This design comes from an exercise in tuning for small area and a short achievable clock period on the open sky130 flow, not from production work. At most, simulation tests tie the RTL to the original design; equivalence was not proved.

Design top_module, start of the top module:
module top_module(
    input [11:0] angleIn,
    input [11:0] setPoint,
    input [7:0] kp,
    input [7:0] ki,
    input [7:0] kd,
    input clk,
    input rst,
    output signed [8:0] dutyCycleOut
    );
clock: 16.0 ns
lec_check: 0
cap_margin: 20
core_margin: 2
core_utilization: 60
slew_margin: 20
synth_hierarchical: 1
standard.sh (not shown) runs the stock make flow with config.mk's settings and CLKGATE_MAP_FILE= SYNTH_SCRIPT=/design/flow/synth_recipe.tcl, a recipe that flattens the netlist after the stock synthesis.
==> flow/flow/run.sh <==
#!/bin/bash
# Standard layout, with timing repair aimed past the clock period (the SDC is
# unchanged) and ordinary buffers on the ports instead of delay cells.
set -euo pipefail
MARGIN=$(cat flow/margin.txt)
bash standard.sh SETUP_SLACK_MARGIN=$MARGIN \
  BUFFER_PORTS_ARGS="-buffer_cell sky130_fd_sc_hd__buf_2" MATCH_CELL_FOOTPRINT=0 finish > standard_make.log 2>&1
==> flow/flow/margin.txt <==
10.9
Edit:
==> flow/flow/margin.txt (replaced) <==
10.8
Effect:
- wire length hardly moves
- area after synthesis stays the same
Edit:
==> flow/flow/margin.txt (replaced) <==
10.5
The changed run finished with timing, DRC and antenna clean; global-route usage stays the same; register-to-register slack loses 0.27 ns; first-iteration DRC count grows by 6.0%.
Edit:
--- a/flow/flow/run.sh
+++ b/flow/flow/run.sh
@@ -6,2 +6,2 @@
 bash standard.sh SETUP_SLACK_MARGIN=$MARGIN \
-  BUFFER_PORTS_ARGS="-buffer_cell sky130_fd_sc_hd__buf_2" MATCH_CELL_FOOTPRINT=0 finish > standard_make.log 2>&1
+  BUFFER_PORTS_ARGS="-buffer_cell sky130_fd_sc_hd__buf_2" MATCH_CELL_FOOTPRINT=0 SETUP_MOVE_SEQUENCE=unbuffer,sizeup,swap finish > standard_make.log 2>&1
==> flow/flow/margin.txt (replaced) <==
12
Worst setup slack is better by 0.62 ns.
First-iteration DRC count fell by about a fifth.
Edit:
==> flow/flow/run.sh (replaced) <==
#!/bin/bash
# Standard layout, with timing repair aimed past the clock period (the SDC is
# unchanged) and ordinary buffers on the ports instead of delay cells.
set -euo pipefail
MARGIN=$(cat flow/margin.txt)
bash standard.sh SETUP_SLACK_MARGIN=$MARGIN \
  BUFFER_PORTS_ARGS="-buffer_cell sky130_fd_sc_hd__buf_2" MATCH_CELL_FOOTPRINT=0 finish > standard_make.log 2>&1
==> flow/flow/margin.txt (replaced) <==
11.35
Effect:
- core utilization increases by 0.49 points
- cell area increases by 0.71%
- die area does not change
- flip-flop and latch count stays the same


top_module, a different RTL version from the one above (not shown whole).
Size in the first run: ~1200 cells after synthesis, about 13000 um^2 of cells after synthesis.
## top_module
module top_module(
    input [11:0] angleIn,
    input [11:0] setPoint,
    input [7:0] kp,
    input [7:0] ki,
    input [7:0] kd,
    input clk,
    input rst,
    output signed [8:0] dutyCycleOut
    );
    reg signed [12:0] e_r;       
    reg [12:0] pen_r;            
    reg [8:0] kpd_r;             
    reg [7:0] kd_r, ki_r;
    reg rst_r;                   
    reg [20:0] in_r;             
    reg [8:0] ylo_r;             
    reg inr_r;                   
    reg pos_r;                   
    wire signed [20:0] integ = ~in_r;
    wire w1;
    wire w2;
    wire w3;
    wire w4;
    wire w5;
    wire w6;
    wire w7;
    wire w8;
    wire w9;
    wire w10;
    wire w11;
    wire w12;
    wire w13;
    wire w14;
    wire w15;
    wire w16;
    wire w17;
    wire w18;
    wire w19;
    wire w20;
    wire w21;
    wire w22;
    wire w23;
    wire w24;
    wire w25;
    wire w26;
    wire w27;
    wire w28;
    wire w29;
    wire w30;
    wire w31;
    wire w32;
    wire w33;
    wire w34;
    wire w35;
    wire w36;
    wire w37;
    wire w38;
    wire w39;
    wire w40;
    wire w41;
    wire w42;
    wire w43;
    wire w44;
    wire w45;
    wire w46;
    wire w47;
    wire w48;
    wire w49;
    wire w50;
    wire w51;
    wire w52;
    wire w53;
    wire w54;
    wire w55;
    wire w56;
    wire w57;
    wire w58;
    wire w59;
    wire w60;
    wire w61;
    wire w62;
    wire w63;
    wire w64;
    wire w65;
    wire w66;
    wire w67;
    wire w68;
    wire w69;
    wire w70;
    wire w71;
    wire w72;
    wire w73;
    wire w74;
    wire w75;
    wire w76;
    wire w77;
    wire w78;
    wire w79;
    wire w80;
    wire w81;
    wire w82;
    wire w83;
    wire w84;
    wire w85;
    wire w86;
    wire w87;
  ...
Settings: LEC_CHECK=0, CAP_MARGIN=20, CORE_MARGIN=2, CORE_UTILIZATION=40, SLEW_MARGIN=20, SYNTH_HIERARCHICAL=1; clock period 16.0 ns.
==> flow/flow/run.sh <==
#!/bin/bash
# Standard layout, with timing repair aimed past the clock period (the SDC is
# unchanged) and ordinary buffers on the ports instead of delay cells.
set -euo pipefail
MARGIN=$(cat flow/margin.txt)
bash standard.sh SETUP_SLACK_MARGIN=$MARGIN \
  BUFFER_PORTS_ARGS="-buffer_cell sky130_fd_sc_hd__buf_2" MATCH_CELL_FOOTPRINT=0 finish > standard_make.log 2>&1
==> flow/flow/margin.txt <==
11.5
Change:
- CORE_UTILIZATION: 40 -> 60
The changed run produced a clean layout.
Global-route usage went up by 10 points.
Flip-flop and latch count stays the same.
Design area drops by 1.8%.
Worst setup slack improves by 100 ps.
Wire length goes down by 1.5%.
Critical path depth goes down by 2.
Die area goes down by 33%.
Utilization climbs by 23 points.
Via count grows by 1.7%.
No run of this note included a check of the RTL's function; only the layout flow was run.


Setup of run A:
RTL: one of the versions met above, not the one the previous note started from.
For scale: ~59 I/O pins.
// top_module
module top_module(
    input [11:0] angleIn,
    input [11:0] setPoint,
    input [7:0] kp,
    input [7:0] ki,
    input [7:0] kd,
    input clk,
    input rst,
    output signed [8:0] dutyCycleOut
    );
Settings: LEC_CHECK=0, CAP_MARGIN=20, CORE_MARGIN=2, CORE_UTILIZATION=60, SLEW_MARGIN=20, SYNTH_HIERARCHICAL=1; clock period 16.0 ns.
==> flow/flow/margin.txt <==
10
Scripts as last shown in full above: flow/flow/run.sh
Here is what was changed in the inputs of run B compared with run A.
==> flow/flow/margin.txt <==
12.5
Results
- Final critical-path share of the clock period: run A and run B compared, higher one is run A
- Comparing run A and run B, the higher utilization was measured on run B.
- From run B to run A, number of maximum-capacitance constraint violations did not move at all.
- Looking at worst setup slack across both flows, run B is the stronger of the two, with run A trailing.
- Changes observed in run B relative to run A: global router's overall resource usage picked up an extra 2.9 points.
- Post-layout minimum cycle time for run B: 0.68 ns down relative to run A
- Run B — number of global-route vias before repair 695 higher, run A as reference
The inputs of run C differ from those of run B as listed below.
--- a/flow/flow/run.sh
+++ b/flow/flow/run.sh
@@ -7 +7 @@
-  BUFFER_PORTS_ARGS="-buffer_cell sky130_fd_sc_hd__buf_2" MATCH_CELL_FOOTPRINT=0 finish > standard_make.log 2>&1
+  BUFFER_PORTS_ARGS="-buffer_cell sky130_fd_sc_hd__buf_1" MATCH_CELL_FOOTPRINT=0 SETUP_MOVE_SEQUENCE=unbuffer,sizeup,swap finish > standard_make.log 2>&1
==> flow/flow/margin.txt <==
11.7
--- a/flow/config.mk
+++ b/flow/config.mk
@@ -10,0 +11 @@
+export CTS_BUF_LIST = sky130_fd_sc_hd__clkbuf_8
## What came out
Re count of clock-net buffers in the final layout: run C and run B aren't equal, and the higher value belongs to run C.
Against run B, run C reports a met3 track utilization from global routing that is lower.
Reported for run C and run B, number of remaining DRC errors turned out identical to the last digit.
After detailed routing, run B needs more wire than run C.
Setup slack in run C is smaller than in run B.
On routed metal-1 wire length: run C sits below run B.
Diff run B -> run C | wire length of the first global-routing pass | down by a few percent
Edits applied to the flow inputs when going from run C to run D:
==> flow/flow/margin.txt <==
11.5
Results
- Comparing run C and run D, the lower utilization is on run D.
- Run D vs run C, last element of the critical path: inr_r$_SDFF_PP1_ vs pos_r$_SDFF_PP0_
- The detailed-route wire length per cell number comes out higher for run C vs run D.
- When run D is measured against run C, its design area turns out 0.86% lower.
- Diff run C..run D | die outline area | negligible
- Run D has fmax above what run C had.
- Delta (run D minus run C): ratio of cells with drive above 1 in the final layout now smaller; number of global-route vias before repair now smaller; met1 track demand over resource in global routing now larger.

==> static timing again, ports no longer ideal <==
Ports are ideal in the flow. The routed layouts listed here were re-timed in OpenROAD. Step 1, drivers: a clkbuf_16 drives clk and a buf_2 each remaining input, both assumed. Step 2 also shifts input and output timing later by t, the mid clock arrival at the registers, as if the neighbouring blocks saw the same clock. a / b / c = no drivers / after step 1 / after step 2; a / b = the first two.
| run | t (ns) | setup WS [ns] | worst hold slack (ns) | worst setup path after step 2 | clock arrival spread, ns |
|---|---|---|---|---|---|
| the first run of note 1 | 0.401 | 11.099 / 11.099 / 10.755 | 0.561 / 0.561 / 0.561 | input to register | 0.013 / 0.013 |
| the second run of note 1 | 0.400 | 11.006 / 11.006 / 10.643 | 0.561 / 0.561 / 0.561 | input to register | 0.014 / 0.014 |
| the third run of note 1 | 0.401 | 10.738 / 10.738 / 10.637 | 0.625 / 0.625 / 0.625 | input to register | 0.014 / 0.014 |
| the fourth run of note 1 | 0.398 | 11.355 / 11.355 / 10.988 | 0.523 / 0.523 / 0.523 | input to register | 0.008 / 0.008 |
| the fifth run of note 1 | 0.399 | 11.323 / 11.323 / 10.959 | 0.498 / 0.498 / 0.498 | input to register | 0.012 / 0.012 |
| the first run of note 2 | 0.409 | 11.111 / 11.111 / 11.075 | 0.504 / 0.504 / 0.504 | input to register | 0.015 / 0.015 |
| the second run of note 2 | 0.408 | 11.211 / 11.211 / 11.009 | 0.535 / 0.535 / 0.535 | input to register | 0.015 / 0.016 |
| run A | 0.400 | 10.641 / 10.641 / 10.638 | 0.659 / 0.659 / 0.659 | input to register | 0.013 / 0.013 |
| run B | 0.402 | 11.317 / 11.317 / 10.925 | 0.491 / 0.491 / 0.491 | input to register | 0.016 / 0.016 |
| run C | 0.421 | 11.302 / 11.302 / 11.022 | 0.536 / 0.536 / 0.536 | input to register | 0.013 / 0.013 |
| run D | 0.423 | 11.319 / 11.319 / 11.020 | 0.530 / 0.530 / 0.530 | input to register | 0.009 / 0.009 |
After both steps setup and hold are still met in every run listed. The setup slack of run B, which loses most, moves by 0.000 ns with the drivers and by -0.392 ns with both steps.
